Context: an optimization exercise on an open-source flow, tuned for small area. The choices shown serve that exercise and are no tape-out recipe. Function was checked by simulation only, so behaviour that the tests miss may differ from the original. Power figures rest on the tool's default switching activity, not on a simulated workload.

**run.sh**
```bash
#!/bin/bash
# synth_recipe.tcl (not shown) runs the flow's synth.tcl, then flattens the netlist and writes it again
# the make line also repeats each setting of config.mk as NAME=value (left out here)
make -C /OpenROAD-flow-scripts/flow DESIGN_CONFIG=/design/flow/config.mk WORK_HOME=/design/flow/orfs CLKGATE_MAP_FILE= SYNTH_SCRIPT=/design/flow/synth_recipe.tcl finish
```
**design.v**
```verilog
module eve_pe
#(
parameter WORD_SZ = 32,
parameter GENE_SZ = 64,
parameter ATTR_SZ = 8
)(
input clk,
input rst,
input setup,
input state,
input [GENE_SZ - 1: 0]  data_in1,
input [GENE_SZ - 1: 0]  data_in2,
input [GENE_SZ - 1: 0]  gene_in1,
input [GENE_SZ - 1: 0]  gene_in2,
input [GENE_SZ - 1: 0]  random_num_pack,
output [GENE_SZ - 1: 0]  gene_out1,
output [GENE_SZ - 1: 0]  gene_out2,
output [GENE_SZ - 1: 0]  gene_out3,
output [2 : 0]  out_valid
);
reg  [ATTR_SZ - 1: 0]   node_del_prob_reg;
reg  [ATTR_SZ - 1: 0]   conn_del_prob_reg;
reg  [ATTR_SZ - 1: 0]   node_add_prob_reg;
reg  [ATTR_SZ - 1: 0]   conn_add_prob_reg;
reg setup_stage1;     
reg setup_stage2;     
reg setup_d1;
reg setup_d2;
reg setup_d3;
reg setup_d4;
wire stage2_bypass_n;
wire setup_stage0_out;
wire inst_node_max_rst;
wire [GENE_SZ - 1: 0]   stage1_gene_in;
wire [GENE_SZ - 1: 0]   stage2_gene_in;
wire [ATTR_SZ - 1: 0]   genome_id;
wire [ATTR_SZ - 1: 0]   hidden_node_max_state0;
wire [ATTR_SZ - 1: 0]   hidden_node_max_state1;
wire [ATTR_SZ - 1: 0]   hidden_node_max_reg;
wire [64 - 1: 0]   tie_low;
wire [64 - 1: 0]   tie_high;
assign tie_low  = 64'b0;
assign tie_high = 64'hFFFF_FFFF_FFFF_FFFF;
assign hidden_node_max_reg = (state == 1'b0) ? hidden_node_max_state0 : hidden_node_max_state1;
always @(posedge clk, posedge rst)
begin
    if(rst == 1'b1)
    begin
        node_del_prob_reg <= tie_low[ATTR_SZ - 1: 0];
        node_add_prob_reg <= tie_low[ATTR_SZ - 1: 0];
        conn_del_prob_reg <= tie_low[ATTR_SZ - 1: 0];
        conn_add_prob_reg <= tie_low[ATTR_SZ - 1: 0];
    end
    else
    begin
        if(setup == 1'b1)
        begin
            node_add_prob_reg <= data_in2[2* ATTR_SZ - 1: ATTR_SZ];
            node_del_prob_reg <= data_in2[3* ATTR_SZ - 1: 2* ATTR_SZ];
            conn_add_prob_reg <= data_in2[4* ATTR_SZ - 1: 3* ATTR_SZ];
            conn_del_prob_reg <= data_in2[5* ATTR_SZ - 1: 4* ATTR_SZ];
        end
    end
end
always @(posedge clk, posedge rst)
begin
    if(rst == 1'b1)
    begin
        setup_stage1 <= 1'b0;
        setup_stage2 <= 1'b0;
        setup_d1 <= 1'b0;
        setup_d2 <= 1'b0;
        setup_d3 <= 1'b0;
        setup_d4 <= 1'b0;
    end
    else
    begin
        setup_stage1 <= setup_stage0_out;
        setup_stage2 <= setup_stage1;
        setup_d1 <= setup;
        setup_d2 <= setup_d1;
        setup_d3 <= setup_d2;
        setup_d4 <= setup_d3;
    end
end
wire bubble;
wire bias_ext;
wire [GENE_SZ - 1: 0] gene1_stg0;
wire [GENE_SZ - 1: 0] gene2_stg0;
pe_front_end #(
    .GENE_SZ(GENE_SZ),
    .ATTR_SZ(ATTR_SZ)
) front_end(
    .clk(clk),
    .rst(rst),
    .gene1_in(gene_in1),
    .gene2_in(gene_in2),
    .bubble(bubble),
    .bias(bias_ext),
    .gene1_out(gene1_stg0),
    .gene2_out(gene2_stg0)
);
crossover_perturb #(
    .WORD_SZ(WORD_SZ),
    .GENE_SZ(GENE_SZ),
    .ATTR_SZ(ATTR_SZ)
) stage0(
    .clk(clk),
    .rst(rst),
    .setup(setup),
    .bubble(bubble),
    .bias_ext(bias_ext),
    .data_in1(data_in1),
    .data_in2(data_in2),
    .gene1_in(gene1_stg0),
    .gene2_in(gene2_stg0),
    .random_num_pack(random_num_pack[WORD_SZ -1 : 0]),
    .setup_out(setup_stage0_out),
    .child_genome_id(genome_id),
    .child_gene(stage1_gene_in)
);
assign inst_node_max_rst = setup;
lane_stage0 #(
    .GENE_SZ(GENE_SZ),
    .ATTR_SZ(ATTR_SZ)
) inst_node_max(
    .clk(clk),
    .rst(rst),
    .clear(inst_node_max_rst),
    .state(state),
    .gene_in(stage1_gene_in),
    .hidden_node_max(hidden_node_max_state0)
);
del_node_conn #(
    .GENE_SZ(GENE_SZ),
    .ATTR_SZ(ATTR_SZ),
    .LIM_DEL_NODE(GENE_SZ / ATTR_SZ)
) stage1(
    .clk(clk),
    .rst(rst),
    .state(state),
    .setup(setup_d3),
    .bubble(setup_stage1),
    .gene_in(stage1_gene_in),
    .node_del_prob(node_del_prob_reg),
    .conn_del_prob(conn_del_prob_reg),
    .random(random_num_pack[(WORD_SZ + ATTR_SZ) - 1: WORD_SZ]),
    .gene_out(stage2_gene_in),
    .out_valid(stage2_bypass_n)
);
add_node_conn #(
    .GENE_SZ(GENE_SZ),
    .ATTR_SZ(ATTR_SZ)
) stage2(
    .clk(clk),
    .rst(rst),
    .state(state),
    .setup(setup_d4),
    .bubble(~stage2_bypass_n),
    .gene_in(stage2_gene_in),
    .node_add_prob(node_add_prob_reg),
    .conn_add_prob(conn_add_prob_reg),
    .random(random_num_pack[(2 * ATTR_SZ + WORD_SZ) - 1: (ATTR_SZ + WORD_SZ)]),
    .genome_id(genome_id),
    .global_hidden_node_max(hidden_node_max_reg),
    .hidden_node_max(hidden_node_max_state1),
    .gene_out1(gene_out1),
    .gene_out2(gene_out2),
    .gene_out3(gene_out3),
    .out_valid(out_valid)
);
endmodule
module pe_front_end
#(
parameter GENE_SZ = 64,
parameter ATTR_SZ = 8
)(
input clk,
input rst,
output reg bubble,
output reg bias,
input [GENE_SZ -1: 0] gene1_in,
input [GENE_SZ -1: 0] gene2_in,
output reg [GENE_SZ -1: 0] gene1_out,
output reg [GENE_SZ -1: 0] gene2_out
);
wire [GENE_SZ - 1: 0] tie_low;
reg gene1_rd;
wire gene1_wr;
wire [GENE_SZ -1: 0] gene1_q_out;
reg gene2_rd;
wire gene2_wr;
wire [GENE_SZ -1: 0] gene2_q_out;
wire [ATTR_SZ -1: 0] gene1_src1;
wire [ATTR_SZ -1: 0] gene1_src2;
wire [ATTR_SZ -1: 0] gene2_src1;
wire [ATTR_SZ -1: 0] gene2_src2;
assign tie_low = 0;
assign gene1_wr = 1'b1;          
circ_q #(
    .WORD_SZ(GENE_SZ)
) 
gene1_q(
    .clk(clk),
    .rst(rst),
    .rd(gene1_rd),
    .wr(gene1_wr),
    .data_in(gene1_in),
    .data_out(gene1_q_out)
    );
assign gene2_wr = 1'b1;          
circ_q #(
    .WORD_SZ(GENE_SZ)
) 
gene2_q(
    .clk(clk),
    .rst(rst),
    .rd(gene2_rd),
    .wr(gene2_wr),
    .data_in(gene2_in),
    .data_out(gene2_q_out)
    );
assign gene1_src1 = gene1_q_out[6 * ATTR_SZ - 1 : 5 * ATTR_SZ];
assign gene1_src2 = gene1_q_out[5 * ATTR_SZ - 1 : 4 * ATTR_SZ];
assign gene2_src1 = gene2_q_out[6 * ATTR_SZ - 1 : 5 * ATTR_SZ];
assign gene2_src2 = gene2_q_out[5 * ATTR_SZ - 1 : 4 * ATTR_SZ];
always @(posedge clk)
begin 
    if(rst == 1'b1)
    begin
        gene1_out <= tie_low;
        gene2_out <= tie_low;
        gene1_rd <= 1'b1;
        gene2_rd <= 1'b1;
        bubble <= 1'b1;
        bias <= 1'b0;
    end
    begin
        if (gene1_src1 == gene2_src1)
        begin
            if (gene1_src2 == gene2_src2)
            begin
                gene1_out <= gene1_q_out;
                gene2_out <= gene2_q_out;
                bubble <= 1'b0;
                bias <= 1'b0;
                gene1_rd <= 1'b1;
                gene2_rd <= 1'b1;
            end
            else if (gene1_src2 < gene2_src2)
            begin
                gene1_out <= gene1_q_out;
                gene2_out <= tie_low;
                bubble <= 1'b0;
                bias <= 1'b1;
                gene1_rd <= 1'b1;
                gene2_rd <= 1'b0;
            end
            else
            begin
                gene2_out <= tie_low;
                gene1_out <= tie_low;
                bubble <= 1'b1;
                bias <= 1'b0;
                gene2_rd <= 1'b1;
                gene1_rd <= 1'b0;
            end
        end
        else if (gene1_src1 < gene2_src1)
        begin
            gene1_out <= gene1_q_out;
            gene2_out <= tie_low;
            bubble <= 1'b0;
            bias <= 1'b1;
            gene1_rd <= 1'b1;
            gene2_rd <= 1'b0;
        end
        else
        begin
            gene1_out <= tie_low;
            gene2_out <= tie_low;
            bubble <= 1'b1;
            bias <= 1'b0;
            gene1_rd <= 1'b0;
            gene2_rd <= 1'b1;
        end
    end
end
endmodule
module circ_q
#(
parameter DEPTH = 2,   
parameter WORD_SZ = 32
)(
input clk,
input rst,
input rd,
input wr,
output reg full,
output reg empty,
input [WORD_SZ - 1: 0] data_in,
output reg [WORD_SZ - 1: 0] data_out
);
always @(posedge clk, posedge rst)
begin
    if(rst == 1'b1)
    begin
        full     <= 1'b0;
        empty    <= 1'b1;
        data_out <= {WORD_SZ{1'b0}};
    end
    else
    begin
        full  <= 1'b0;
        empty <= ~wr;
        if(wr == 1'b1)
            data_out <= data_in;
    end
end
endmodule
module crossover_perturb
#(
parameter WORD_SZ = 32,
parameter GENE_SZ = 64,
parameter ATTR_SZ = 8
)(
input clk,
input rst,
input setup,
input bubble,
input bias_ext,
input [GENE_SZ - 1: 0] data_in1,
input [GENE_SZ - 1: 0] data_in2,
input [GENE_SZ - 1: 0] gene1_in,
input [GENE_SZ - 1: 0] gene2_in,
input [WORD_SZ - 1: 0] random_num_pack,      
output setup_out,
output reg [ATTR_SZ - 1: 0] child_genome_id,
output reg [GENE_SZ - 1: 0] child_gene
);
reg [GENE_SZ  -1 : 0]   gene1;                   
reg [GENE_SZ  -1 : 0]   gene2;                   
reg [4*ATTR_SZ - 1 : 0] res_crossover;           
reg skip_crossover;
reg bias_reg;                                    
reg gene_type_reg;                               
reg [3*ATTR_SZ - 1 : 0] res_key;                 
reg skip_mutate;
reg [7:0] parent1_fitness;
reg [7:0] parent2_fitness;
reg [7:0] mutation_prob_node_bias;
reg [7:0] mutation_prob_node_response;
reg [7:0] mutation_prob_node_activation;
reg [7:0] mutation_prob_node_aggregation;
reg [7:0] mutation_prob_conn_weight;
reg [7:0] mutation_prob_conn_enable;
reg [7:0] random0;
reg [7:0] random1;
reg [7:0] random2;
reg [7:0] random3;
wire gene_type;
wire crossover_sel_bias;                            
wire sel_attr0;
wire sel_attr1;
wire sel_attr2;
wire sel_attr3;
wire mutation_sel0;
wire mutation_sel1;
wire mutation_sel2;
wire mutation_sel3;
wire [7:0] mutation_prob_attr0;
wire [7:0] mutation_prob_attr1;
wire [7:0] mutation_prob_attr2;
wire [7:0] mutation_prob_attr3;
wire [7:0] mutated_val_attr0;
wire [7:0] mutated_val_attr1;
wire [7:0] mutated_val_attr2;
wire [7:0] mutated_val_attr3;
wire [127:0] tie_low;
assign tie_low = 128'b0;
always @(posedge clk, posedge rst)
begin
    if(rst == 1'b1)
    begin
        parent1_fitness         <= tie_low[ATTR_SZ - 1: 0];
        parent2_fitness         <= tie_low[ATTR_SZ - 1: 0];
        child_genome_id         <= tie_low[ATTR_SZ - 1: 0];
        mutation_prob_node_bias         <= tie_low[ATTR_SZ - 1: 0];
        mutation_prob_node_response     <= tie_low[ATTR_SZ - 1: 0];
        mutation_prob_node_activation   <= tie_low[ATTR_SZ - 1: 0];
        mutation_prob_node_aggregation  <= tie_low[ATTR_SZ - 1: 0];
        mutation_prob_conn_weight       <= tie_low[ATTR_SZ - 1: 0];
        mutation_prob_conn_enable       <= tie_low[ATTR_SZ - 1: 0];
        gene1   <= tie_low[GENE_SZ - 1: 0];
        gene2   <= tie_low[GENE_SZ - 1: 0];
        bias_reg <= 1'b0;
    end
    else
    begin
        if(setup == 1'b1)
        begin
            parent1_fitness                 <= data_in1[8*ATTR_SZ - 1: 7*ATTR_SZ];
            parent2_fitness                 <= data_in1[7*ATTR_SZ - 1: 6*ATTR_SZ];
            mutation_prob_node_bias         <= data_in1[6*ATTR_SZ - 1: 5*ATTR_SZ];
            mutation_prob_node_response     <= data_in1[5*ATTR_SZ - 1: 4*ATTR_SZ];
            mutation_prob_node_activation   <= data_in1[4*ATTR_SZ - 1: 3*ATTR_SZ];
            mutation_prob_node_aggregation  <= data_in1[3*ATTR_SZ - 1: 2*ATTR_SZ];
            mutation_prob_conn_weight       <= data_in1[2*ATTR_SZ - 1: ATTR_SZ];
            mutation_prob_conn_enable       <= data_in1[ATTR_SZ - 1 : 0];
            child_genome_id                 <= data_in2[ATTR_SZ - 1 : 0];
        end
        else
        begin
            gene1 <= gene1_in;
            gene2 <= gene2_in;
            bias_reg <= bias_ext;
        end
    end
end
wire bubble_insertion;
assign bubble_insertion = setup | bubble;
always @(posedge clk, posedge rst)
begin
    if(rst == 1'b1)
    begin
        skip_crossover  <= 1'b1;
        skip_mutate     <= 1'b1;
    end
    else
    begin
        skip_crossover <= bubble_insertion;
        skip_mutate    <= skip_crossover;
    end
end
assign setup_out = skip_mutate;
always @(posedge clk, posedge rst)
begin
    if(rst == 1'b1)
    begin
        random0 <= tie_low[ATTR_SZ - 1: 0];
        random1 <= tie_low[ATTR_SZ - 1: 0];
        random2 <= tie_low[ATTR_SZ - 1: 0];
        random3 <= tie_low[ATTR_SZ - 1: 0];
    end
    else
    begin
        random0 <= random_num_pack[ATTR_SZ - 1: 0]; 
        random1 <= random_num_pack[2* ATTR_SZ - 1: ATTR_SZ]; 
        random2 <= random_num_pack[3* ATTR_SZ - 1: 2* ATTR_SZ]; 
        random3 <= random_num_pack[4* ATTR_SZ - 1: 3* ATTR_SZ]; 
    end
end
assign crossover_sel_bias = (bias_reg == 1'b0) && (parent2_fitness > parent1_fitness);
crossover_sel_gen sel0_gen( .bias(bias_reg),
                            .random(random0),
                            .gene1_key(gene1[7*ATTR_SZ - 1: 5*ATTR_SZ]),
                            .gene2_key(gene2[7*ATTR_SZ - 1: 5*ATTR_SZ]),
                            .sel(sel_attr0));
crossover_sel_gen sel1_gen( .bias(bias_reg),
                            .random(random1),
                            .gene1_key(gene1[7*ATTR_SZ - 1: 5*ATTR_SZ]),
                            .gene2_key(gene2[7*ATTR_SZ - 1: 5*ATTR_SZ]),
                            .sel(sel_attr1));
crossover_sel_gen sel2_gen( .bias(bias_reg),
                            .random(random2),
                            .gene1_key(gene1[7*ATTR_SZ - 1: 5*ATTR_SZ]),
                            .gene2_key(gene2[7*ATTR_SZ - 1: 5*ATTR_SZ]),
                            .sel(sel_attr2));
crossover_sel_gen sel3_gen( .bias(bias_reg),
                            .random(random3),
                            .gene1_key(gene1[7*ATTR_SZ - 1: 5*ATTR_SZ]),
                            .gene2_key(gene2[7*ATTR_SZ - 1: 5*ATTR_SZ]),
                            .sel(sel_attr3));
always@(posedge clk, posedge rst)
begin
    if(rst == 1'b1)
    begin
        res_crossover[4*ATTR_SZ - 1: 0] <= tie_low[4 * ATTR_SZ - 1 : 0];
        res_key       <= tie_low[3 * ATTR_SZ - 1 : 0];
        gene_type_reg <= 1'b0;
    end
    else
    begin
        if(skip_crossover == 1'b1)
        begin
            res_crossover[4*ATTR_SZ - 1: 0] <= tie_low[4 * ATTR_SZ - 1 : 0];
            res_key       <= tie_low[3 * ATTR_SZ - 1 : 0];
            gene_type_reg <= 1'b0;
        end
        else
        begin
            gene_type_reg <= gene_type;
            if(crossover_sel_bias == 1'b0)
                res_key <= gene1[7*ATTR_SZ - 1: 4*ATTR_SZ];
            else
                res_key <= gene2[7*ATTR_SZ - 1: 4*ATTR_SZ];
            if(sel_attr0 == 1'b0)
                res_crossover[ATTR_SZ - 1: 0] <= gene1[ATTR_SZ - 1: 0];
            else
                res_crossover[ATTR_SZ - 1: 0] <= gene2[ATTR_SZ - 1: 0];
            if(sel_attr1 == 1'b0)
                res_crossover[2*ATTR_SZ - 1: ATTR_SZ] <= gene1[2*ATTR_SZ - 1: ATTR_SZ];
            else
                res_crossover[2*ATTR_SZ - 1: ATTR_SZ] <= gene2[2*ATTR_SZ - 1: ATTR_SZ];
            if(sel_attr2 == 1'b0)
                res_crossover[3*ATTR_SZ - 1: 2* ATTR_SZ] <= gene1[3*ATTR_SZ - 1: 2* ATTR_SZ];
            else
                res_crossover[3*ATTR_SZ - 1: 2* ATTR_SZ] <= gene2[3*ATTR_SZ - 1: 2* ATTR_SZ];
            if(sel_attr3 == 1'b0)
                res_crossover[4*ATTR_SZ - 1: 3* ATTR_SZ] <= gene1[4*ATTR_SZ - 1: 3* ATTR_SZ];
            else
                res_crossover[4*ATTR_SZ - 1: 3* ATTR_SZ] <= gene2[4*ATTR_SZ - 1: 3* ATTR_SZ];
        end
    end
end
assign gene_type = (crossover_sel_bias == 1'b0)? gene1[GENE_SZ - ATTR_SZ -1] :gene2[GENE_SZ - ATTR_SZ -1];  
assign mutation_prob_attr0 = (gene_type_reg == 1'b0)? mutation_prob_node_bias : mutation_prob_conn_weight;
assign mutation_prob_attr1 = (gene_type_reg == 1'b0)? mutation_prob_node_response : mutation_prob_conn_enable;
assign mutation_prob_attr2 = (gene_type_reg == 1'b0)? mutation_prob_node_activation : tie_low[ATTR_SZ -1];
assign mutation_prob_attr3 = (gene_type_reg == 1'b0)? mutation_prob_node_aggregation: tie_low[ATTR_SZ -1];
mutation_sel_gen mutation_sel_gen0( .random(random0),
                                    .mutation_prob(mutation_prob_attr0),
                                    .sel(mutation_sel0));
mutation_sel_gen mutation_sel_gen1( .random(random1),
                                    .mutation_prob(mutation_prob_attr1),
                                    .sel(mutation_sel1));
mutation_sel_gen mutation_sel_gen2( .random(random2),
                                    .mutation_prob(mutation_prob_attr2),
                                    .sel(mutation_sel2));
mutation_sel_gen mutation_sel_gen3( .random(random3),
                                    .mutation_prob(mutation_prob_attr3),
                                    .sel(mutation_sel3));
assign mutated_val_attr0 = random0;
mutate_val_gen_attr1 mval_gen1( .random(random1),
                                .gene_type(gene_type_reg),
                                .mutated_val(mutated_val_attr1)
);
mutate_val_gen_attr2 mval_gen2( .random(random2),
                                .gene_type(gene_type_reg),
                                .mutated_val(mutated_val_attr2)
);
mutate_val_gen_attr3 mval_gen3( .random(random3),
                                .gene_type(gene_type_reg),
                                .mutated_val(mutated_val_attr3)
);
always @(posedge clk, posedge rst)
begin
    if(rst == 1'b1)
    begin 
        child_gene <= tie_low[8*ATTR_SZ - 1 : 0];
    end
    else
    begin
        if(skip_mutate == 1'b1)
        begin
            child_gene <= tie_low[8*ATTR_SZ - 1 : 0];
        end
        else
        begin
            if(mutation_sel0 == 1'b1)
                child_gene[ATTR_SZ - 1 : 0] <= mutated_val_attr0;
            else
                child_gene[ATTR_SZ - 1 : 0] <= res_crossover[ATTR_SZ - 1: 0];
            if(mutation_sel1 == 1'b1)
                child_gene[2*ATTR_SZ - 1 : ATTR_SZ] <= mutated_val_attr1;
            else
                child_gene[2*ATTR_SZ - 1 : ATTR_SZ] <= res_crossover[2*ATTR_SZ - 1: ATTR_SZ];
            if(mutation_sel2 == 1'b1)
                child_gene[3*ATTR_SZ - 1 : 2* ATTR_SZ] <= mutated_val_attr2;
            else
                child_gene[3*ATTR_SZ - 1 : 2* ATTR_SZ] <= res_crossover[3*ATTR_SZ - 1: 2* ATTR_SZ];
            if(mutation_sel3 == 1'b1)
                child_gene[4*ATTR_SZ - 1 : 3* ATTR_SZ] <= mutated_val_attr3;
            else
                child_gene[4*ATTR_SZ - 1 : 3* ATTR_SZ] <= res_crossover[4*ATTR_SZ - 1: 3* ATTR_SZ];
            child_gene[7*ATTR_SZ - 1: 4*ATTR_SZ] <= res_key;
            child_gene[8*ATTR_SZ - 1: 7*ATTR_SZ] <= child_genome_id;
        end
    end
end
endmodule
module crossover_sel_gen(
    input bias,
    input [7:0]  random,
    input [15:0] gene1_key,
    input [15:0] gene2_key,
    output reg sel
);
    wire [7:0] half;
    assign half = 8'b0100_0000;      
    always @(*)
    begin
        if(bias == 1'b0)
        begin 
            if(random > half)
                sel = 1'b1;
            else
                sel = 1'b0;
        end
        else
            sel = 1'b0;
    end
endmodule
module mutation_sel_gen(
    input [7:0] random,
    input [7:0] mutation_prob,
    output reg sel
);
    always @(*)
    begin
        if(random > mutation_prob)
            sel = 1'b1;
        else
            sel = 1'b0;
    end
endmodule
module mutate_val_gen_attr1(
    input   [7:0]   random,
    input           gene_type,
    output reg [7:0]   mutated_val
);
    always @*
    begin
        if(gene_type == 1'b0)                        
            mutated_val = random;                    
        else                                         
            mutated_val = 8'b0000_0001 & random;     
    end
endmodule
module mutate_val_gen_attr2(
    input       [7:0]   random,
    input               gene_type,
    output reg  [7:0]   mutated_val
);
    always @*
    begin
        if(gene_type == 1'b0)                        
            mutated_val = 8'b0000_1111 & random;     
        else                                         
            mutated_val = 8'b0000_0000;              
    end
endmodule
module mutate_val_gen_attr3(
    input       [7:0]   random,
    input               gene_type,
    output reg  [7:0]   mutated_val
);
    always @*
    begin
        if(gene_type == 1'b0)                        
            mutated_val = 8'b0000_0111 & random;     
        else                                         
            mutated_val = 8'b0000_0000;              
    end
endmodule
module lane_stage0
#(
parameter GENE_SZ = 64,
parameter ATTR_SZ = 8
)(
input clk,
input rst,
input clear,
input state,
input [GENE_SZ - 1 : 0] gene_in,
output reg [ATTR_SZ - 1 : 0] hidden_node_max
);
wire [63 : 0] tie_low;
wire [63 : 0] tie_high;
wire [ATTR_SZ - 1 : 0] node_id;
wire [1:0] layer;         
assign tie_high = 64'hFFFF_FFFF_FFFF_FFFF;
assign tie_low  = 64'b0;
assign node_id = gene_in[6* ATTR_SZ - 1: 5* ATTR_SZ];
assign layer   = gene_in[7* ATTR_SZ - 2: 7* ATTR_SZ - 3];
always @(posedge clk, posedge rst)
begin
    if(rst == 1'b1)
    begin 
        hidden_node_max <= tie_low[ATTR_SZ - 1: 0];
    end
    else if(clear == 1'b1)
    begin 
        hidden_node_max <= tie_low[ATTR_SZ - 1: 0];
    end
    else
    begin
        if(state == 1'b0)
        begin
            if(layer == 2'b00)
            begin
                if(node_id > hidden_node_max)
                    hidden_node_max <= node_id; 
            end
        end
    end
end
endmodule
module del_node_conn
#(
parameter GENE_SZ = 64,
parameter ATTR_SZ = 8,
parameter LIM_DEL_NODE = 8  
)(
input clk,
input rst,
input state,
input setup,
input bubble,
input [GENE_SZ - 1 : 0] gene_in,
input [ATTR_SZ - 1 : 0] node_del_prob,
input [ATTR_SZ - 1 : 0] conn_del_prob,
input [ATTR_SZ - 1 : 0] random,
output reg [GENE_SZ - 1 : 0] gene_out,
output reg out_valid
);
wire [63 : 0] tie_low;
wire [63 : 0] tie_high;
assign tie_low  = 64'b0;
assign tie_high = 64'hFFFF_FFFF_FFFF_FFFF;
wire del_node_match;
wire [1:0] node_type;
wire [ATTR_SZ - 1 : 0] node_id;          
wire [ATTR_SZ - 1 : 0] src_node_id;      
wire [ATTR_SZ - 1 : 0] dest_node_id;     
reg [ATTR_SZ - 1: 0] node_del_prob_reg;
reg [ATTR_SZ - 1: 0] conn_del_prob_reg;
reg [ATTR_SZ - 1: 0] del_node_ctr;
reg [GENE_SZ - 1: 0] del_node_list;
assign src_node_id  = gene_in[6* ATTR_SZ - 1: 5* ATTR_SZ];
assign dest_node_id = gene_in[5* ATTR_SZ - 1: 4* ATTR_SZ];
assign node_id      = gene_in[6* ATTR_SZ - 1: 5* ATTR_SZ];
assign node_type    = gene_in[7* ATTR_SZ - 2: 7* ATTR_SZ - 3];
del_list_node_match#(.GENE_SZ(GENE_SZ),
                     .ATTR_SZ(ATTR_SZ)
                   )
                    match_logic(.src_node(src_node_id),
                                .dest_node(dest_node_id),
                                .del_node_list(del_node_list),
                                .del_node_ctr(del_node_ctr),
                                .match(del_node_match)
                    );
always @(posedge clk, posedge rst)
begin
    if(rst == 1'b1)
    begin
        node_del_prob_reg <= tie_low[ATTR_SZ - 1: 0];
        conn_del_prob_reg <= tie_low[ATTR_SZ - 1: 0];
    end
    else
    begin
        if(setup == 1'b1)
        begin
            node_del_prob_reg <= node_del_prob;
            conn_del_prob_reg <= conn_del_prob;
        end
    end
end
always @(posedge clk, posedge rst)
begin
    if(rst == 1'b1)
    begin
        gene_out        <= tie_low[GENE_SZ - 1: 0];
        del_node_list   <= tie_low[GENE_SZ - 1: 0];
        del_node_ctr    <= tie_low[ATTR_SZ - 1: 0];
        out_valid       <= tie_low[0];
    end
    else if(setup == 1'b1)
    begin
        gene_out        <= tie_low[GENE_SZ - 1: 0];
        del_node_list   <= tie_low[GENE_SZ - 1: 0];
        del_node_ctr    <= tie_low[ATTR_SZ - 1: 0];
        out_valid       <= tie_low[0];
    end
    else if(bubble == 1'b1)
    begin
        gene_out        <= tie_low[GENE_SZ - 1: 0];
        out_valid       <= tie_low[0];
    end
    else
    begin
        if(state == 1'b0)
        begin
            if((random > node_del_prob_reg) && (del_node_ctr < LIM_DEL_NODE) && (node_type == 2'b00))
            begin
                gene_out    <= tie_low[GENE_SZ - 1: 0];
                out_valid   <= tie_low[0];
                del_node_ctr <= del_node_ctr + 1;
                case(del_node_ctr)
                    8'h7: del_node_list[8* ATTR_SZ - 1: 7* ATTR_SZ] <= node_id;   
                    8'h6: del_node_list[7* ATTR_SZ - 1: 6* ATTR_SZ] <= node_id;   
                    8'h5: del_node_list[6* ATTR_SZ - 1: 5* ATTR_SZ] <= node_id;   
                    8'h4: del_node_list[5* ATTR_SZ - 1: 4* ATTR_SZ] <= node_id;   
                    8'h3: del_node_list[4* ATTR_SZ - 1: 3* ATTR_SZ] <= node_id;   
                    8'h2: del_node_list[3* ATTR_SZ - 1: 2* ATTR_SZ] <= node_id;   
                    8'h1: del_node_list[2* ATTR_SZ - 1: 1* ATTR_SZ] <= node_id;   
                    8'h0: del_node_list[   ATTR_SZ - 1:          0] <= node_id;   
                endcase
            end
            else
            begin
                gene_out <= gene_in;
                out_valid <= tie_high[0];
            end
        end
        else if(state == 1'b1)
        begin
            if((del_node_match == 1'b1) || (random > conn_del_prob_reg))
            begin
                gene_out    <= tie_low[GENE_SZ - 1: 0];
                out_valid   <= tie_low[0];
            end
            else
            begin
                gene_out <= gene_in;
                out_valid <= tie_high[0];
            end
        end
    end
end
endmodule
module add_node_conn
#(
parameter GENE_SZ = 64,
parameter ATTR_SZ = 8
)(
input clk,
input rst,
input state,
input setup,
input bubble,
input [GENE_SZ - 1 : 0] gene_in,
input [ATTR_SZ - 1 : 0] node_add_prob,
input [ATTR_SZ - 1 : 0] conn_add_prob,
input [ATTR_SZ - 1 : 0] random,
input [ATTR_SZ - 1 : 0] genome_id,
input [ATTR_SZ - 1 : 0] global_hidden_node_max,
output reg [ATTR_SZ - 1 : 0] hidden_node_max,
output reg [GENE_SZ - 1 : 0] gene_out1,
output reg [GENE_SZ - 1 : 0] gene_out2,
output reg [GENE_SZ - 1 : 0] gene_out3,
output reg [2 : 0] out_valid
);
reg next_flag;
reg [ATTR_SZ - 1: 0] src_reg;
reg [ATTR_SZ - 1: 0] node_add_prob_reg;
reg [ATTR_SZ - 1: 0] conn_add_prob_reg;
wire [63 : 0] tie_low;
wire [63 : 0] tie_high;
wire [GENE_SZ - 1 : 0] new_node_gene;
wire [GENE_SZ - 1 : 0] new_conn1_gene;
wire [GENE_SZ - 1 : 0] new_conn2_gene;
wire [GENE_SZ - 1 : 0] new_conn_gene;
wire [ATTR_SZ - 1 : 0] src;
wire [ATTR_SZ - 1 : 0] dest;
assign tie_high = 64'hFFFF_FFFF_FFFF_FFFF;
assign tie_low  = 64'b0;
add_node_mutation #(.GENE_SZ(GENE_SZ),
                    .ATTR_SZ(ATTR_SZ)
                    )
                    add_node_block(.max_node_id(global_hidden_node_max),
                                   .gene_in(gene_in),
                                   .node_gene_out(new_node_gene),
                                   .conn1_gene_out(new_conn1_gene),
                                   .conn2_gene_out(new_conn2_gene)
                    );
assign src  = gene_in[6* ATTR_SZ - 1: 5* ATTR_SZ];
assign dest = gene_in[5* ATTR_SZ - 1: 4* ATTR_SZ];
assign new_conn_gene[8* ATTR_SZ - 1: 7* ATTR_SZ] = genome_id;
assign new_conn_gene[7* ATTR_SZ - 1: 6* ATTR_SZ] = {1'b1, tie_low[ATTR_SZ -2: 0]};
assign new_conn_gene[6* ATTR_SZ - 1: 5* ATTR_SZ] = src_reg; 
assign new_conn_gene[5* ATTR_SZ - 1: 4* ATTR_SZ] = dest; 
assign new_conn_gene[4* ATTR_SZ - 1: 3* ATTR_SZ] = {tie_low[ATTR_SZ -2:0], 1'b1}; 
assign new_conn_gene[3* ATTR_SZ - 1: 2* ATTR_SZ] = {tie_low[ATTR_SZ -2:0], 1'b1}; 
assign new_conn_gene[2* ATTR_SZ - 1:    ATTR_SZ] = tie_low[ATTR_SZ -1:0]; 
assign new_conn_gene[   ATTR_SZ - 1:          0] = tie_low[ATTR_SZ -1:0]; 
always @(posedge clk, posedge rst)
begin
    if(rst == 1'b1)
    begin
        node_add_prob_reg <= tie_low[ATTR_SZ - 1: 0];
        conn_add_prob_reg <= tie_low[ATTR_SZ - 1: 0];
    end
    else
    begin
        if(setup == 1'b1)
        begin
            node_add_prob_reg <= node_add_prob;
            conn_add_prob_reg <= conn_add_prob;
        end
    end
end
always @(posedge clk, posedge rst)
begin
    if(rst == 1'b1)
    begin
        out_valid       <= tie_low[2:0];
        gene_out1       <= tie_low[GENE_SZ - 1: 0];
        gene_out2       <= tie_low[GENE_SZ - 1: 0];
        gene_out3       <= tie_low[GENE_SZ - 1: 0];
        src_reg         <= tie_low[ATTR_SZ - 1: 0];
        hidden_node_max <= tie_low[ATTR_SZ - 1: 0];
        next_flag       <= 1'b0;
    end
    else if(setup == 1'b1)
    begin
        out_valid       <= tie_low[2:0];
        gene_out1       <= tie_low[GENE_SZ - 1: 0];
        gene_out2       <= tie_low[GENE_SZ - 1: 0];
        gene_out3       <= tie_low[GENE_SZ - 1: 0];
        src_reg         <= tie_low[ATTR_SZ - 1: 0];
        hidden_node_max <= tie_low[ATTR_SZ - 1: 0];
        next_flag       <= 1'b0;
    end
    else if(bubble == 1'b1)
    begin
        out_valid       <= tie_low[2:0];
        gene_out1       <= tie_low[GENE_SZ - 1: 0];
        gene_out2       <= tie_low[GENE_SZ - 1: 0];
        gene_out3       <= tie_low[GENE_SZ - 1: 0];
    end
    else
    begin
        if(state == 1'b0)
        begin
            hidden_node_max <= global_hidden_node_max;
            gene_out1       <= gene_in;
            gene_out2       <= tie_low[GENE_SZ - 1: 0];
            gene_out3       <= tie_low[GENE_SZ - 1: 0];
            out_valid       <= 3'b001;
        end
        else if(state == 1'b1)
        begin
            if(random > node_add_prob_reg)
            begin
                hidden_node_max <= new_node_gene[6* ATTR_SZ - 1: 5* ATTR_SZ];
                gene_out1       <= new_node_gene;
                gene_out2       <= new_conn1_gene;
                gene_out3       <= new_conn2_gene;
                out_valid       <= 3'b111;
            end
            else if((random > conn_add_prob_reg) && (next_flag == 1'b0))
            begin
                hidden_node_max <= global_hidden_node_max;
                gene_out1       <= gene_in;
                gene_out2       <= tie_low[GENE_SZ - 1: 0];
                out_valid       <= 3'b001;
                src_reg         <= src;
                next_flag       <= 1'b1; 
            end
            else
            begin
                hidden_node_max <= global_hidden_node_max;
                gene_out1       <= gene_in;
                if(next_flag == 1'b1)
                begin
                    gene_out2   <= new_conn_gene;
                    out_valid   <= 3'b011;
                    next_flag   <= 1'b0;
                end
                else
                begin
                    gene_out2       <= tie_low[GENE_SZ - 1: 0];
                    out_valid       <= 3'b001;
                end
                gene_out3       <= tie_low[GENE_SZ - 1: 0];
            end
        end
    end
end
endmodule
module add_node_mutation
#(
parameter ATTR_SZ = 8,
parameter GENE_SZ = 64
)(
input [ATTR_SZ - 1 : 0] max_node_id,
input [GENE_SZ - 1 : 0] gene_in,
output reg [GENE_SZ - 1 : 0] node_gene_out,
output reg [GENE_SZ - 1 : 0] conn1_gene_out,
output reg [GENE_SZ - 1 : 0] conn2_gene_out
);
wire [63 : 0] tie_low;
wire [ATTR_SZ - 1 : 0] genome_id;
wire [ATTR_SZ - 1 : 0] default_bias;
wire [ATTR_SZ - 1 : 0] default_response;
wire [ATTR_SZ - 1 : 0] default_activation;
wire [ATTR_SZ - 1 : 0] default_aggregation;
wire [ATTR_SZ - 1 : 0] default_weight;
wire [ATTR_SZ - 1 : 0] default_enable;
wire [ATTR_SZ  -1 : 0] node_id; 
wire [ATTR_SZ  -1 : 0] node_gene_identifier;
wire [ATTR_SZ  -1 : 0] conn_gene_identifier;
assign tie_low = 64'b0;
assign genome_id            = gene_in[GENE_SZ - 1: (GENE_SZ - ATTR_SZ)];
assign node_gene_identifier = tie_low[ATTR_SZ - 1:0];
assign conn_gene_identifier = {1'b1, tie_low[ATTR_SZ - 2 : 0]};
assign  node_id              = max_node_id + 1;   
assign  default_bias         = 8'b0000_0001;
assign  default_response     = 8'b0000_0001;
assign  default_activation   = 8'b0000_0001;
assign  default_aggregation  = 8'b0000_0001;
assign  default_weight       = 8'b0000_0001;
assign  default_enable       = 8'b0000_0001;
always @(*)
begin
    node_gene_out[GENE_SZ - 1: (GENE_SZ - ATTR_SZ)] = genome_id;
    node_gene_out[7* ATTR_SZ - 1: 6* ATTR_SZ]       = node_gene_identifier;
    node_gene_out[6* ATTR_SZ - 1: 5* ATTR_SZ]       = node_id;
    node_gene_out[5* ATTR_SZ - 1: 4* ATTR_SZ]       = tie_low[ATTR_SZ -1: 0];
    node_gene_out[4* ATTR_SZ - 1: 3* ATTR_SZ]       = default_bias;
    node_gene_out[3* ATTR_SZ - 1: 2* ATTR_SZ]       = default_response;
    node_gene_out[2* ATTR_SZ - 1:    ATTR_SZ]       = default_activation;
    node_gene_out[   ATTR_SZ - 1:          0]       = default_aggregation;
    conn1_gene_out[GENE_SZ - 1: (GENE_SZ - ATTR_SZ)]    = genome_id;
    conn1_gene_out[7* ATTR_SZ - 1: 6* ATTR_SZ]          = conn_gene_identifier;
    conn1_gene_out[6* ATTR_SZ - 1: 5* ATTR_SZ]          = gene_in[6* ATTR_SZ - 1: 5* ATTR_SZ];
    conn1_gene_out[5* ATTR_SZ - 1: 4* ATTR_SZ]          = node_id;
    conn1_gene_out[4* ATTR_SZ - 1: 3* ATTR_SZ]          = gene_in[4* ATTR_SZ - 1: 3* ATTR_SZ];
    conn1_gene_out[3* ATTR_SZ - 1: 2* ATTR_SZ]          = gene_in[3* ATTR_SZ - 1: 2* ATTR_SZ];
    conn1_gene_out[2* ATTR_SZ - 1: 1* ATTR_SZ]          = gene_in[2* ATTR_SZ - 1: 1* ATTR_SZ];
    conn1_gene_out[   ATTR_SZ - 1:          0]          = gene_in[   ATTR_SZ - 1:          0];
    conn2_gene_out[GENE_SZ - 1: (GENE_SZ - ATTR_SZ)]    = genome_id;
    conn2_gene_out[7* ATTR_SZ - 1: 6* ATTR_SZ]          = conn_gene_identifier;
    conn2_gene_out[6* ATTR_SZ - 1: 5* ATTR_SZ]          = node_id;
    conn2_gene_out[5* ATTR_SZ - 1: 4* ATTR_SZ]          = gene_in[5* ATTR_SZ - 1: 4* ATTR_SZ];
    conn2_gene_out[4* ATTR_SZ - 1: 3* ATTR_SZ]          = default_weight;
    conn2_gene_out[3* ATTR_SZ - 1: 2* ATTR_SZ]          = default_enable;
    conn2_gene_out[2* ATTR_SZ - 1: 1* ATTR_SZ]          = tie_low[ATTR_SZ - 1: 0];
    conn2_gene_out[   ATTR_SZ - 1:          0]          = tie_low[ATTR_SZ - 1: 0];
end
endmodule
module del_list_node_match
#(
parameter GENE_SZ = 64,
parameter ATTR_SZ = 8
)(
input [ATTR_SZ - 1: 0] src_node,
input [ATTR_SZ - 1: 0] dest_node,
input [GENE_SZ - 1: 0] del_node_list,
input [ATTR_SZ - 1: 0] del_node_ctr,
output match
);
wire [(GENE_SZ / ATTR_SZ) - 1: 0] match_bits_src;
wire [(GENE_SZ / ATTR_SZ) - 1: 0] match_bits_dest;
genvar i;
generate
    for(i = 0; i < (GENE_SZ / ATTR_SZ); i = i+1)
    begin
        assign match_bits_src[i] = (del_node_ctr > i) && (src_node == del_node_list[(i+1) * ATTR_SZ - 1: i* ATTR_SZ]);
    end
endgenerate
genvar j;
generate
    for(j = 0; j < (GENE_SZ / ATTR_SZ); j = j+1)
    begin
        assign match_bits_dest[j] = (del_node_ctr > j) && (dest_node == del_node_list[(j+1) * ATTR_SZ - 1: j* ATTR_SZ]);
    end
endgenerate
assign match = |{match_bits_src, match_bits_dest};
endmodule
module add_conn_mutation
#(
parameter GENE_SZ = 64,
parameter ATTR_SZ = 8
)(
input [ATTR_SZ - 1 : 0] genome_id,
output reg [GENE_SZ - 1 : 0] new_node_gene,
output reg [GENE_SZ - 1 : 0] new_conn1_gene,
output reg [GENE_SZ - 1 : 0] new_conn2_gene
);
wire [ATTR_SZ - 1: 0] src;
wire [ATTR_SZ - 1: 0] dest;
endmodule
```
**config.mk**
```make
export PLATFORM = sky130hd
export DESIGN_NAME = eve_pe
export DESIGN_NICKNAME = eve_pe
export VERILOG_FILES = /design/flow/design.v
export SDC_FILE = /design/flow/constraint.sdc
export NUM_CORES = 4
export LEC_CHECK = 0
export CAP_MARGIN = 20
export CORE_MARGIN = 2
export CORE_UTILIZATION = 40
export SLEW_MARGIN = 20
```
**constraint.sdc**
```tcl
create_clock -name core_clock -period 4.5 [get_ports {clk}]
set_input_delay 0.9000 -clock core_clock [delete_from_list [all_inputs] [get_ports {clk}]]
set_output_delay 0.9000 -clock core_clock [all_outputs]
set_load 0.01 [all_outputs]
```
==> summary.txt <==
cells in the mapped netlist (3+ instances only):
library cell and number:
xor2_1 50, o31ai_1 4, buf_2 27, o21a_1 10
buf_4 50, or2_2 3, nor3_1 6, and2_1 256
clkbuf_1 93, xnor2_1 85, nor4b_1 3, dfxtp_1 114
o22ai_1 6, and4_1 3, nand2b_1 35, nand2_1 83
nor2_1 193, and3_1 3, clkbuf_2 5, mux2_2 216
o22a_1 4, o21ai_0 53, a221oi_1 3, nor2b_1 54
a21oi_1 54, a211oi_1 4, nand3b_1 19, buf_1 9
ha_1 103, dfrtp_1 828, a22o_1 35, inv_1 84
nand3_1 9, nor4_1 16, nand4_1 38, a21o_1 34
a22oi_1 3, a221o_1 6, mux2i_1 158
worst max-delay path by stage:
stage / start / slack, ns / end
final: random_num_pack[34] / 1.09 / stage1.gene_out[13]$_DFF_PP0_
after global routing: random_num_pack[34] / 0.94 / stage1.gene_out[13]$_DFF_PP0_
after CTS: random_num_pack[34] / 1.11 / stage1.gene_out[13]$_DFF_PP0_
after detailed placement: random_num_pack[34] / 0.42 / stage1.gene_out[35]$_DFF_PP0_
after global placement: random_num_pack[34] / 0.50 / stage1.gene_out[11]$_DFF_PP0_
after floorplan: rst / -7.80 / conn_add_prob_reg[0]$_DFFE_PP0P_
power groups by stage:
stage	sequential (mW)	combinational (mW)	clock (mW)
5_1_grt	9.13	1.79	9.02
2_1_floorplan	9.15	1.06	0
4_1_cts	9.09	1.64	8.64
3_3_place_gp	9.24	1.59	0
6_report	9.09	1.60	8.40
3_5_place_dp	9.25	1.63	0
cells in the final DEF, fill, tap and decap left out, drive strengths merged, types with 4 or more instances in the layout:
cell type      netlist  layout
buf                 86      58
and2               256     256
mux2i              158     158
nor3                 7       7
a211oi               4       4
nand3b              19      19
nor2               193     193
nor2b               54      54
o21ai               53      53
bufinv               0       7
a21o                34      34
nand2b              35      35
o22a                 4       4
o22ai                6       6
clkinv               0      19
conb                 1      44
nand4               39      39
clkdlybuf4s50        0     417
xnor2               85      85
nand2               83      83
dfrtp              828     828
inv                 84      85
mux2               216     216
nand3               10      10
o31ai                5       5
dfxtp              114     114
o21a                10      10
a221o                6       6
xor2                50      50
a22o                35      35
ha                 103     103
nor4                16      16
clkbuf              98     158
a21oi               54      54
logic make-up after synthesis:
family,share of synthesized area (%)
AO/OA/AOI/OAI,4.42
XOR/XNOR,3.26
adder cells (fa/ha/maj),3.55
buffers and inverters,3.40
flip-flops,63.5
multiplexers,11.1
other,0.0103
AND/OR/NAND/NOR,10.8
per-layer routing:
metal	part of all wire, %	global-route usage (%)	wire [um]
met5	0.070	0	61
met4	2.8	6.19	2400
met3	4.9	3.73	4300
met2	49	31.6	42500
met1	43	24.7	37700
area by class of cell:
class | instances | share of cell area (%)
sequential | 944 | 50.8
multi-input combinational | 1620 | 27.0
timing repair buffer | 475 | 10.6
clock buffer | 158 | 6.82
tap | 1176 | 3.24
clock inverter | 29 | 0.827
inverter | 84 | 0.703
antenna | 3 | 0.0165
critical path, cell delays in order:
cell,delay [ns]
clkdlybuf4s50_1,0.46
ha_1,0.34
a21o_1,0.18
a2bb2oi_1,0.17
a21oi_1,0.09
o31ai_1,0.45
o2111ai_1,0.34
o31ai_4,0.50
buf_12,0.29
and2_1,0.19
through the flow:
step	utilization [%]	power, mW	setup TNS [ns]	hold WS [ns]	instance area [um^2]
floorplan	-	10.2	-6466.44	0.331	36500
global placement	46.6	10.8	0	0.334	41900
detailed placement	46.6	10.9	0	0.338	41900
CTS	50.4	19.4	0	0.343	45400
global route	50.4	19.9	0	0.352	45400
finish	50.4	19.1	0	0.342	45400
==> summary.txt <==
Slew headroom 27.5%; flops & latches, synth 944; LEAKAGE 21.1 nW; max cap viols 0; Fill cells 7,872; area of the multi-input gates ~12,000 um^2; register area 23,100 um^2; RSZ-0062 raised after global routing no; via count between 20,000 and 25,000; post-synth top area share between 50% and 60%; Area Growth Syn to Fin 25.0%; Hold Startpoint setup_d2$_DFF_PP0_; f_max 0.293 GHz; switching share of total power between 20% and 30%; 1st-iter DRT viols 1,063; sequential share of the synthesized area 63.5%; share of cells above drive strength 1 between 10% and 20%; Placed Cells around 4,300; reg2reg start stage0.child_gene[47]$_DFF_PP0_; die area 93,200 um^2; Final Hold Viols 0; worst-margin pin slew 1.09 ns; Setup CP Type in -> reg; Die Y 305 um; Mapped Avg Cell Area 13.0 um^2; peak supply drop 298 uV; port bufs 418; pwr dens 421 nW/um^2; Post-synth top flop dfrtp_1; largest cells by area after synthesis dfrtp_1 (57%), mux2_2 (6.7%), dfxtp_1 (6.3%); die width ~300 um; final setup violation count 0; IO Count 519; worst-path fanout max 58; Tot GR Track Use 18.9%; CTS H-Tree Depth 3; Hold Path Depth 0; global-route wire length before repair 136 mm; critical path capture point type register; antenna violations before repair 13; leading area contributor after synthesis dfrtp_1; dpl ws 0.419 ns; crit share post-route 75.7%; Post-route DRC 0; CP required 5.07 ns; Flop pwr share 47.6%; Worst Hold End setup_d3$_DFF_PP0_; Core Box Area ~90,000 um^2; nets@finish roughly 3,700; vias in the first global route 23,100; post-CTS setup buffers 0; Pre-antenna DRT Iters 5; post-cts resize count 0; Final WS setup 1.09 ns; Logic pwr share under 10%; Yosys cell types 63; CTS tree built; CP Data Arrival Time approximately 4.0 ns; cell count of the worst reg-to-reg path 8; Final Instance Count excl. Fillers approximately 4,500; outcome no timing/DRC/antenna violations; Clock Latency Late Sink 0.65 ns; Clk pin slew, worst setup/hold paths 0.06 ns; RePlAce Congestion around 0.86; internal cell power 14.8 mW; clock tree skew after final layout 0.0251 ns; Crit Reg-Reg Endpoint stage1.gene_out[13]$_DFF_PP0_; DP Wirelength 61.7 mm; drt wl/cell 19.4 um; Min-Delay Path Class reg -> reg; yosys warns 13; number of synthesized flops with an enable pin 0; GR Overflow Total 0; TritonCTS Sinks around 940; cts hold-fix bufs 0; fin. max-slew vios 0; Initial Util 40.3%; largest net degree at the start of global routing 105; Post-DRT Antenna Nets 0; clock power share 44.0%; Sw Pwr between 4 and 5 mW; CTS Buf Count 99; asr flop ratio synth 87.9%; Cell Area, Synth 36,300 um^2; FF-to-FF setup slack between 1 and 1.5 ns; CTS root buf clkbuf_16; cells after synthesis 2,789; Routed WL 86.9 mm; clock buffer depth 3; Core Rows 110; CP startpoint kind input port; post-DR vias/cell 4.81; Period minus WS final 3.41 ns

==> what the ideal ports hide <==
In the flow no input, the clock included, has a driving cell. The finished layout below was timed again as built, in two steps.
Step 1 assumes that a clkbuf_16 drives the clock port and a buf_2 every other input.
Step 2 also shifts input and output timing later by t, the mid clock arrival at the registers, as if the neighbouring blocks saw the same clock.
a / b / c = ideal / step 1 / step 2; a / b = the first two.
shift t [ns]: 0.702
slack for setup (ns): 1.091 / 1.133 / 0.430
worst setup path at the end: input to register
worst data-port slew with drivers (ns): 0.13
After both steps this run still meets setup and hold. The setup slack of this run moves by +0.042 ns with the drivers and by -0.661 ns with both steps.
